What follows belongs to an exercise in optimizing a design on an open flow for small area, a short achievable clock period and few clock cycles; a production flow would make more cautious choices.
In this exercise RTL edits were held to simulation tests only and were not proved equivalent to the original.
Power and IR drop assume default switching activity.

`config.mk`:
```
export PLATFORM = sky130hd
export DESIGN_NAME = MISP
export DESIGN_NICKNAME = MISP
export VERILOG_FILES = /design/flow/design.v
export SDC_FILE = /design/flow/constraint.sdc
export NUM_CORES = 4
export LEC_CHECK = 0
export CAP_MARGIN = 20
export CORE_MARGIN = 2
export CORE_UTILIZATION = 40
export PLACE_DENSITY = 0.5
export SETUP_SLACK_MARGIN = 4.0
export SLEW_MARGIN = 20
export SYNTH_HIERARCHICAL = 1
```
`constraint.sdc`:
```
create_clock -name core_clock -period 7.0 [get_ports {clk}]
set_input_delay 1.4000 -clock core_clock [delete_from_list [all_inputs] [get_ports {clk}]]
set_output_delay 1.4000 -clock core_clock [all_outputs]
set_load 0.01 [all_outputs]
```
`design.v`:
```
module ao21x32 (input [31:0] a, input [31:0] b, input [31:0] c, output [31:0] y);
    assign y = (a & b) | c;
endmodule
module xor32 (input [31:0] a, input [31:0] b, output [31:0] y);
    assign y = a ^ b;
endmodule
module and32 (input [31:0] a, input [31:0] b, output [31:0] y);
    assign y = a & b;
endmodule
module ks32 (input [31:0] g, input [31:0] p, input ci, output [32:0] c);
    reg [31:0] G [0:5];
    reg [31:0] P [0:5];
    integer k, i;
    always @(*) begin
        G[0] = g;
        P[0] = p;
        G[0][0] = g[0] | (p[0] & ci);
        for (k = 0; k < 5; k = k + 1) begin
            for (i = 0; i < 32; i = i + 1) begin
                if (i >= (1 << k)) begin
                    G[k+1][i] = G[k][i] | (P[k][i] & G[k][i - (1 << k)]);
                    P[k+1][i] = P[k][i] & P[k][i - (1 << k)];
                end else begin
                    G[k+1][i] = G[k][i];
                    P[k+1][i] = P[k][i];
                end
            end
        end
    end
    assign c = {G[5], ci};
endmodule
module ao211x32 (input [31:0] a1, input [31:0] a2, input [31:0] b, input [31:0] c, output [31:0] y);
    assign y = (a1 & a2) | b | c;
endmodule
module nor2x32 (input [31:0] a, input [31:0] b, output [31:0] y);
    assign y = ~(a | b);
endmodule
module add32 (input [31:0] a, input [31:0] b, input sub, output [31:0] sum, output borrow);
    wire [31:0] bx, t, g;
    wire [32:0] c;
    xor32 u_bx (.a(b), .b({32{sub}}), .y(bx));
    xor32 u_t  (.a(a), .b(bx), .y(t));
    and32 u_g  (.a(a), .b(bx), .y(g));
    ks32  u_c  (.g(g), .p(t), .ci(sub), .c(c));
    xor32 u_s  (.a(t), .b(c[31:0]), .y(sum));
    assign borrow = ~c[32];
endmodule
module alu32 (
    input  [31:0] a,
    input  [31:0] b,
    input         sub,       
    input         r_add, r_logic, r_slt, r_sltu, r_shift,
    input  [1:0]  lop,       
    input         sh_left, sh_arith,
    output        eq,        
    output [31:0] y
);
    wire [31:0] sum;
    wire borrow;                             
    add32 u_add (.a(a), .b(b), .sub(sub), .sum(sum), .borrow(borrow));
    wire lt_s = borrow ^ a[31] ^ b[31];      
    wire [31:0] x_and = a & b;
    wire [31:0] x_or  = a | b;
    wire [31:0] x_xor = a ^ b;
    reg  [31:0] lg;
    always @(*) begin
        case (lop)
            2'd0: lg = x_and;
            2'd1: lg = x_or;
            2'd2: lg = x_xor;
            default: lg = ~x_or;
        endcase
    end
    assign eq = (a == b);
    wire fill = sh_arith & b[31];
    wire big = |a[31:5];
    reg [31:0] x [0:5];
    integer k, i, s;
    always @(*) begin
        x[0] = b;
        for (k = 0; k < 5; k = k + 1) begin
            s = 1 << k;
            for (i = 0; i < 32; i = i + 1) begin
                if (!a[k])
                    x[k+1][i] = x[k][i];
                else if (sh_left)
                    x[k+1][i] = (i >= s) ? x[k][i-s] : 1'b0;
                else
                    x[k+1][i] = (i + s < 32) ? x[k][i+s] : fill;
            end
        end
    end
    wire [31:0] sh = big ? {32{fill}} : x[5];
    wire [31:0] other = ({32{r_logic}} & lg) | ({32{r_shift}} & sh);
    wire [31:0] y_hi;
    ao21x32 u_y (.a(sum), .b({32{r_add}}), .c(other), .y(y_hi));
    assign y = {y_hi[31:1], y_hi[0] | (r_slt & lt_s) | (r_sltu & borrow)};
endmodule
module rf_aoi222 (input a1, a2, b1, b2, c1, c2, output y);
    assign y = ~((a1 & a2) | (b1 & b2) | (c1 & c2));
endmodule
module rf_nand2 (input a, b, output y);
    assign y = ~(a & b);
endmodule
module rf_nand3 (input a, b, c, output y);
    assign y = ~(a & b & c);
endmodule
module rf_nand4 (input a, b, c, d, output y);
    assign y = ~(a & b & c & d);
endmodule
module rf_nor3 (input a, b, c, output y);
    assign y = ~(a | b | c);
endmodule
module rf_rbit (input [30:0] d, input [30:0] s, output yn);
    wire [10:0] t;
    genvar g;
    generate
        for (g = 0; g < 10; g = g + 1) begin : g_aoi
            rf_aoi222 u (.a1(d[3*g]), .a2(s[3*g]), .b1(d[3*g+1]), .b2(s[3*g+1]),
                         .c1(d[3*g+2]), .c2(s[3*g+2]), .y(t[g]));
        end
    endgenerate
    rf_nand2 u_n2 (.a(d[30]), .b(s[30]), .y(t[10]));
    wire u0, u1, u2;
    rf_nand4 u_a (.a(t[0]), .b(t[1]), .c(t[2]), .d(t[3]), .y(u0));
    rf_nand4 u_b (.a(t[4]), .b(t[5]), .c(t[6]), .d(t[7]), .y(u1));
    rf_nand3 u_c (.a(t[8]), .b(t[9]), .c(t[10]), .y(u2));
    rf_nor3  u_o (.a(u0), .b(u1), .c(u2), .y(yn));
endmodule
module registerfile32 (
    input         clk,
    input         reset,
    input         we,
    input  [4:0]  wa,
    input  [31:0] wd,
    input  [4:0]  ra1,
    input  [4:0]  ra2,
    output [31:0] rd1n,      
    output [31:0] rd2n
);
    reg [31:0] r [1:31];
    wire [31:0] wdg = reset ? 32'd0 : wd;
    wire [30:0] s1, s2;
    genvar i, j;
    generate
        for (i = 1; i < 32; i = i + 1) begin : g_reg
            wire en = reset | (we & (wa == i));
            always @(posedge clk)
                if (en) r[i] <= wdg;
            assign s1[i-1] = (ra1 == i);
            assign s2[i-1] = (ra2 == i);
        end
        for (j = 0; j < 32; j = j + 1) begin : g_bit
            wire [30:0] d;
            for (i = 1; i < 32; i = i + 1) begin : g_d
                assign d[i-1] = r[i][j];
            end
            rf_rbit u1 (.d(d), .s(s1), .yn(rd1n[j]));
            rf_rbit u2 (.d(d), .s(s2), .yn(rd2n[j]));
        end
    endgenerate
endmodule
module MISP(
    input           clk,
    input           reset,
    output [31:0]   imem_addr,
    input  [31:0]   imem_data,
    output [31:0]   dmem_addr,
    output [31:0]   dmem_wdata,
    output          dmem_we,
    output          dmem_re,
    input  [31:0]   dmem_rdata
);
    reg  [9:0]  pc;
    reg         pend;        
    reg  [9:0]  boff;        
    wire        stall;       
    wire [31:0] ins = imem_data;
    wire [5:0]  op  = ins[31:26];
    wire [5:0]  fn  = ins[5:0];
    wire [4:0]  rs  = ins[25:21];
    wire [4:0]  rt  = ins[20:16];
    wire [4:0]  rd  = ins[15:11];
    wire [15:0] imm = ins[15:0];
    wire [9:0]  pc_add = pc + (pend ? boff : 10'd1);
    wire        is_j   = (op == 6'b000010);
    wire [9:0]  pc_nxt = stall ? pc : (is_j & ~pend) ? ins[9:0] : pc_add;
    wire is_r   = (op == 6'b000000);
    wire is_ia  = (op[5:3] == 3'b001);
    wire is_lw  = (op == 6'b100011);
    wire is_sw  = (op == 6'b101011);
    wire is_beq = (op == 6'b000100);
    wire is_bne = (op == 6'b000101);
    wire is_lui = (op == 6'b001111);
    wire is_csh = is_r & (fn[5:2] == 4'b0000);       
    wire [4:0] d_wa  = is_r ? rd : rt;
    wire       d_wen = (is_r | is_ia | is_lw) & (d_wa != 5'd0);
    wire       d_sub    = is_r ? (fn[5] & fn[1] & ~fn[2]) : is_ia & (op[2:1] == 2'b01);
    wire       d_radd   = is_r ? (fn[5:2] == 4'b1000) : (is_lw | is_sw | is_lui | (is_ia & (op[2:1] == 2'b00)));
    wire       d_rlogic = is_r ? (fn[5:2] == 4'b1001) : is_ia & (op[2:1] != 2'b01) & (op[2] & ~(op[1] & op[0]));
    wire [1:0] d_lop    = is_r ? fn[1:0] : op[1:0];
    wire       d_rslt   = is_r ? (fn == 6'b101010) : is_ia & (op[2:0] == 3'b010);
    wire       d_rsltu  = is_r ? (fn == 6'b101011) : is_ia & (op[2:0] == 3'b011);
    wire       d_rshift = is_r & ~fn[5];
    wire       uses_rt  = is_r | is_sw | is_beq | is_bne;
    wire       use_imm  = ~(is_r | is_beq | is_bne);
    reg [31:0] e_a, e_b, e_aux;      
    reg [4:0]  e_wa;
    reg        e_wen, e_load, e_store, e_beq, e_bne;
    reg        e_sub, e_radd, e_rlogic, e_rslt, e_rsltu, e_rshift;
    reg [1:0]  e_lop;
    reg        e_shleft, e_sharith;
    wire [31:0] e_y;
    wire        e_eq;
    alu32 alu (
        .a(e_a), .b(e_b), .sub(e_sub),
        .r_add(e_radd), .r_logic(e_rlogic), .r_slt(e_rslt), .r_sltu(e_rsltu),
        .r_shift(e_rshift), .lop(e_lop),
        .sh_left(e_shleft), .sh_arith(e_sharith),
        .eq(e_eq), .y(e_y)
    );
    wire        e_taken = (e_beq & e_eq) | (e_bne & ~e_eq);
    assign stall = e_load & e_wen & ~is_j & ((e_wa == rs) | (uses_rt & (e_wa == rt)));
    reg [31:0] m_val, m_wd;
    reg [4:0]  m_wa;
    reg        m_wen, m_load, m_store;
    wire [31:0] m_res = m_load ? dmem_rdata : m_val;
    wire [31:0] rd1n, rd2n;      
    registerfile32 rf (
        .clk(clk), .reset(reset),
        .we(m_wen), .wa(m_wa), .wd(m_res),
        .ra1(rs), .ra2(rt), .rd1n(rd1n), .rd2n(rd2n)
    );
    wire a_e  = e_wen & (e_wa == rs);
    wire a_m  = ~a_e & m_wen & (m_wa == rs);
    wire a_rf = ~a_e & ~a_m;
    wire b_e  = e_wen & (e_wa == rt);
    wire b_m  = ~b_e & m_wen & (m_wa == rt);
    wire b_rf = ~b_e & ~b_m;
    wire a_reg = ~(is_csh | is_lui);     
    wire [31:0] immx = is_lui ? {imm, 16'd0} : {{16{imm[15]}}, imm};
    wire        a_es = a_reg & a_e,   a_ms = a_reg & a_m,   a_rs = a_reg & a_rf;
    wire        b_es = ~use_imm & b_e, b_ms = ~use_imm & b_m, b_rs = ~use_imm & b_rf;
    wire        x_es = is_sw & b_e,   x_ms = is_sw & b_m,   x_rs = is_sw & b_rf;
    wire [31:0] a_oth = ({32{a_ms}} & m_res) | {27'd0, ins[10:6] & {5{is_csh}}};
    wire [31:0] b_oth = ({32{b_ms}} & m_res) | (immx & {32{use_imm}});
    wire [31:0] x_oth = ({32{x_ms}} & m_res) | ({16'd0, imm} & {32{~is_sw}});
    wire [31:0] a_reg_v, b_reg_v, x_reg_v;
    nor2x32 u_ra (.a(rd1n), .b({32{~a_rs}}), .y(a_reg_v));
    nor2x32 u_rb (.a(rd2n), .b({32{~b_rs}}), .y(b_reg_v));
    nor2x32 u_rx (.a(rd2n), .b({32{~x_rs}}), .y(x_reg_v));
    wire [31:0] d_a, d_b, d_aux;
    ao211x32 u_ba (.a1(e_y), .a2({32{a_es}}), .b(a_reg_v), .c(a_oth), .y(d_a));
    ao211x32 u_bb (.a1(e_y), .a2({32{b_es}}), .b(b_reg_v), .c(b_oth), .y(d_b));
    ao211x32 u_bx (.a1(e_y), .a2({32{x_es}}), .b(x_reg_v), .c(x_oth), .y(d_aux));
    wire        bub = reset | stall;
    always @(posedge clk) begin
        pc   <= reset ? 10'd0 : pc_nxt;
        pend <= ~reset & (stall ? pend : e_taken);
        if (~pend) boff <= e_aux[9:0] - 10'd1;
        m_val   <= e_y;
        m_wd    <= e_aux;
        m_wa    <= e_wa;
        m_wen   <= ~reset & e_wen;
        m_load  <= ~reset & e_load;
        m_store <= ~reset & e_store;
        e_a   <= d_a;
        e_b   <= d_b;
        e_aux <= d_aux;
        e_wa  <= d_wa;
        e_wen   <= ~bub & d_wen;
        e_load  <= ~bub & is_lw;
        e_store <= ~bub & is_sw;
        e_beq   <= ~bub & is_beq;
        e_bne   <= ~bub & is_bne;
        e_sub     <= d_sub;
        e_radd    <= d_radd;
        e_rlogic  <= d_rlogic;
        e_lop     <= d_lop;
        e_rslt    <= d_rslt;
        e_rsltu   <= d_rsltu;
        e_rshift  <= d_rshift;
        e_shleft  <= ~fn[1];
        e_sharith <= fn[0];
    end
    assign imem_addr  = {20'd0, pc, 2'b00};
    assign dmem_addr  = m_val;
    assign dmem_wdata = m_wd;
    assign dmem_we    = m_store;
    assign dmem_re    = m_load;
endmodule
```
`run.sh`:
```
#!/bin/bash
# synth_recipe.tcl (not shown) runs the flow's synth.tcl, then flattens the netlist and writes it again
# the make line also repeats each setting of config.mk as NAME=value (left out here)
make -C /OpenROAD-flow-scripts/flow DESIGN_CONFIG=/design/flow/config.mk WORK_HOME=/design/flow/orfs CLKGATE_MAP_FILE= SYNTH_SCRIPT=/design/flow/synth_recipe.tcl finish
```
==> flow_metrics.env <==
export IMPL_hold_path_class="flop to flop"
export IMPL_synthSimpleGateAreaFrac_pct=10.42
export IMPL_async_flop_share_pct=0
export IMPL_period_share_pct=49.65
export IMPL_gr_total_overflow=0
export IMPL_rr_endpoint="e_b[0]"
export IMPL_crit_fanout=7
export IMPL_power_density_mw_per_mm2=265.7
export IMPL_synth_cell_area_mm2=0.05679
export IMPL_synth_edf_count=1002
export IMPL_clk_pin_slew_ns=0.06
export IMPL_io_buffers=141
export IMPL_grt_total_usage_pct=36.67
export IMPL_avgViaCountPerCell=7.058
export IMPL_synth_top_area_share_pct=52.98
export IMPL_drt_total_wl_mm=277.3
export IMPL_drt_iter0_drc=10330
export IMPL_swShare_pct=29.20
export IMPL_worstSetupPathType="input port to flop"
export IMPL_wl_per_cell_um=39.61
export IMPL_htree_num_levels=4
export IMPL_r2r_start="e_sub"
export IMPL_setup_violations=0
export IMPL_ys_seq_area_share_pct=59.99
export IMPL_synth_top_family_by_area="compound AO/OA/AOI/OAI gates"
export IMPL_share_seq_of_total_power_pct=45.1
export IMPL_ys_types=105
export IMPL_cts_max_path_buffers=3
export IMPL_ff2ff_setup_slack_ns=3.62
export IMPL_root_buffer="clkbuf_16"
export IMPL_rows=138
export IMPL_cp_data_arrival_time_ns=4.15
export IMPL_total_leakage_power_nw=27.17
export IMPL_syn_avg_cell_area_um2=12.98
export IMPL_ir_drop_mv=0.2115
export IMPL_ys_warn_count=14
export IMPL_cp_start_kind="input port"
export IMPL_drv_slew=0
export IMPL_worstPathRequired_ns=7.68
export IMPL_synth_compound_area_share_pct=20.36
export IMPL_synth_seq_cells=1201
export IMPL_start_util_pct=40.21
export IMPL_rsz0062_at_grt="yes"
export IMPL_dieArea_mm2=0.1450
export IMPL_fin_cells=7002
export IMPL_yosys_top_cells_area="edfxtp_1 (53%), a222oi_1 (11%), dfxtp_1 (7.0%), mux2i_1 (2.4%), nor2_1 (2.2%)"
export IMPL_area_growth_syn_to_layout_pct=26.95
export IMPL_fin_skew_ns=0.03642
export IMPL_hold_depth=0
export IMPL_first_global_vias=46730
export IMPL_r2r_cells=13
export IMPL_antenna_found_initial=6
export IMPL_fill_cells=12410
export IMPL_cts_sinks=1201
export IMPL_die_x_um=380.8
export IMPL_hold_ws_ns=0.3694
export IMPL_worst_pin_slew_ns=1.156
export IMPL_p_clk_share_pct=37.8
export IMPL_dp_hpwl_mm=166.0
export IMPL_synth_top_area_cell="edfxtp_1"
export IMPL_drtPass1Iterations=13
export IMPL_cap_violations=0
export IMPL_p_switching_mw=5.593
export IMPL_coreArea_mm2=0.1412
export IMPL_synth_fa_ha_area_share_pct=1.665
export IMPL_io_pins=164
export IMPL_synth_xor_area_share_pct=2.020
export IMPL_holdCritStartpoint="e_aux[10]"
export IMPL_cts_tree="built"
export IMPL_drc=0
export IMPL_cp_end_kind="flop"
export IMPL_grt_max_degree=76
export IMPL_power_total_mw=19.16
export IMPL_fmax_ghz=0.2877
export IMPL_nets=5133
export IMPL_syn_inst=4374
export IMPL_muxShareOfSynthArea_pct=2.945
export IMPL_dpl_cell_count=6409
export IMPL_numCtsBuffers=135
export IMPL_vias=49420
export IMPL_layout_drive_gt1_share_pct=23.53
export IMPL_status="complete, no violations"
export IMPL_final_common_cell="edfxtp_1"
export IMPL_min_period_ns=3.475
export IMPL_hold_viol_final=0
export IMPL_finalSetupTns_ns=0
export IMPL_ys_flop_type="edfxtp_1"
export IMPL_final_util_pct=51.05
export IMPL_layout_common_cells="edfxtp_1 (1002), a222oi_1 (640), buf_4 (316), nor2_1 (273), nand2_1 (234)"
export IMPL_clkLatencyLatePin_ns=0.80
export IMPL_place_congestion=0.9730
export IMPL_holdPathEnd="m_wd[10]"
export IMPL_max_slew_margin_rel_pct=22.77
export IMPL_p_comb_share_pct=17.1
export IMPL_fp_dieH_um=380.8
export IMPL_ant_nets=0
export IMPL_p_int_mw=13.56
export IMPL_grt_pass1_wl_mm=374.6
## Yosys stat by module (local to each module, per instance), a selection
| module | cell area (µm²) | copies in the design | cells inside | flip-flops and latches |
|---|---|---|---|---|
| MISP | 7310 | 1 | 720 | 209 |
| add32 | 3.754 | 1 | 1 | 0 |
| alu32 | 6920 | 1 | 1029 | 0 |
| and32 | 200.2 | 1 | 32 | 0 |
| ao211x32 | 280.3 | 3 | 32 | 0 |
| ao21x32 | 240.2 | 1 | 32 | 0 |
| ks32 | 824.5 | 1 | 139 | 0 |
| nor2x32 | 120.1 | 3 | 32 | 0 |
| registerfile32 | 30850 | 1 | 1173 | 992 |
| rf_aoi222 | 10.01 | 640 | 1 | 0 |
| rf_nand2 | 3.754 | 64 | 1 | 0 |
| rf_nand3 | 5.005 | 64 | 1 | 0 |
| rf_nand4 | 6.256 | 128 | 1 | 0 |
| rf_nor3 | 10.01 | 64 | 1 | 0 |
| xor32 | 280.3 | 3 | 32 | 0 |
## flip-flops by register name (all words and copies together), names as in the netlist, 10 cells and up
name / flops
m_wd: 32
e_b: 32
e_a: 32
m_val: 32
e_aux: 32
pc: 10
boff: 10
rf.r: 992
## routing by layer
metal | up-vias | track usage (%) | routed length (µm)
li1 | 19890 | - | -
met1 | 24910 | 46.00 | 100700
met2 | 3840 | 56.26 | 123000
met3 | 778 | 9.612 | 32950
met4 | 6 | 22.92 | 20170
met5 | - | 2.017 | 430
## power by group through the flow
stage | sequential [mW] | clock, mW | combinational (mW)
after floorplan | 8.60 | 0 | 1.55
after global placement | 8.76 | 0 | 2.56
after detailed placement | 8.77 | 0 | 2.55
after CTS | 8.61 | 7.30 | 3.01
after global routing | 8.68 | 7.57 | 3.39
final | 8.64 | 7.23 | 3.28
## worst max-delay path by stage
stage                             start  endpoint  slack [ns]
final                     imem_data[16]    e_b[2]        3.52
after global placement    imem_data[16]    e_b[6]        1.51
after detailed placement  imem_data[20]    e_b[8]        1.45
after floorplan           imem_data[28]    e_a[1]        3.74
after global routing              e_sub    e_b[0]        3.53
after CTS                         e_sub  e_aux[0]        3.70
## through the flow
step / setup WS, ns / area, µm²
after floorplan: 3.745 / 57370
after global placement: 1.505 / 61810
after detailed placement: 1.449 / 61850
after CTS: 3.703 / 70910
after global routing: 3.532 / 72080
final: 3.525 / 72100
## critical path, cell delays in order
cell      delay [ns]
buf_12          0.11
buf_12          0.13
or3b_4          0.25
buf_12          0.12
buf_4           0.11
nor2_4          0.08
a222oi_1        0.53
nand4_1         0.68
nor3_2          0.41
nor2_1          0.08
a211o_1         0.24
## repair_timing
item,in CTS,in global routing
gates resized for setup,549,118
buffers inserted,236,58
cloned,37,5
hold buffers,0,0
endpoints found under the setup margin,222,124
pin swaps,280,159
## synthesized netlist by cell type (7+ instances only)
library cell / number
and2_1: 49
o21ai_0: 110
mux4_2: 7
inv_1: 131
a222oi_1: 640
o211a_1: 8
dfxtp_1: 199
o31ai_1: 8
a211o_1: 100
buf_4: 36
clkbuf_1: 77
nor2_1: 337
nand2_1: 247
mux2i_1: 138
o221ai_1: 19
ha_1: 74
a22oi_1: 8
buf_2: 32
o22ai_1: 47
xnor2_1: 14
a21o_1: 70
nor3_1: 60
a31oi_1: 15
a2111oi_0: 9
o21ai_1: 16
o21bai_1: 21
nand2b_1: 23
nand3_1: 102
a21oi_1: 105
xor2_1: 117
and3_1: 8
o211ai_1: 38
a211oi_1: 48
buf_6: 16
or3_1: 9
edfxtp_1: 1002
nor3_2: 67
nand4_1: 141
a221oi_1: 12
o21a_1: 7
nor2b_1: 45
nor4_1: 20
## final cells by class
cell class | instances | area [µm²] | share of cell area (%)
timing repair buffer | 615 | 6591 | 9.142
clock buffer | 184 | 3799 | 5.269
sequential | 1201 | 34140 | 47.34
tap | 1890 | 2365 | 3.280
antenna | 8 | 20.02 | 0.02777
multi-input combinational | 2907 | 24010 | 33.30
clock inverter | 65 | 679.4 | 0.9423
inverter | 132 | 498.0 | 0.6907
## logic make-up (layout without fill, tap and decap cells)
kind of cell               count (synthesis)  in the layout
adders and majority gates                 75             75
other                                      1             30
xor gates and xnor gates                 131            131
buffers and inverters                    304            996
DFF                                     1201           1201
AOI/OAI and AO/OA                       1358           1359
and+or+nand+nor                         1150           1166
muxes                                    154            154
Testbench counts, summed over its fixed seeds: cycles 410,342.

[what the ideal ports hide]
The results above use ideal ports. As a check the final layout listed here was re-extracted and re-timed, cells and wires unchanged. Step 1: set_driving_cell puts a clkbuf_16 on clk and a buf_2 on each other input, an assumption about the parent block. Step 2 moves the port delays by t, midway between the first and last clock arrival at a register: inputs arrive t later, outputs are due t later. That takes back most of the time a late clock gives input paths. Slacks: no drivers / after step 1 / after step 2; pairs: no drivers / after step 1.
shift t [ns]: 0.853
setup slack, ns: 3.525 / 3.552 / 2.699
worst slew at a driven data input, ns: 0.06
After both steps setup and hold are still met in this run. For this run, drivers alone change the setup slack by +0.027 ns; drivers and shift together by -0.826 ns.
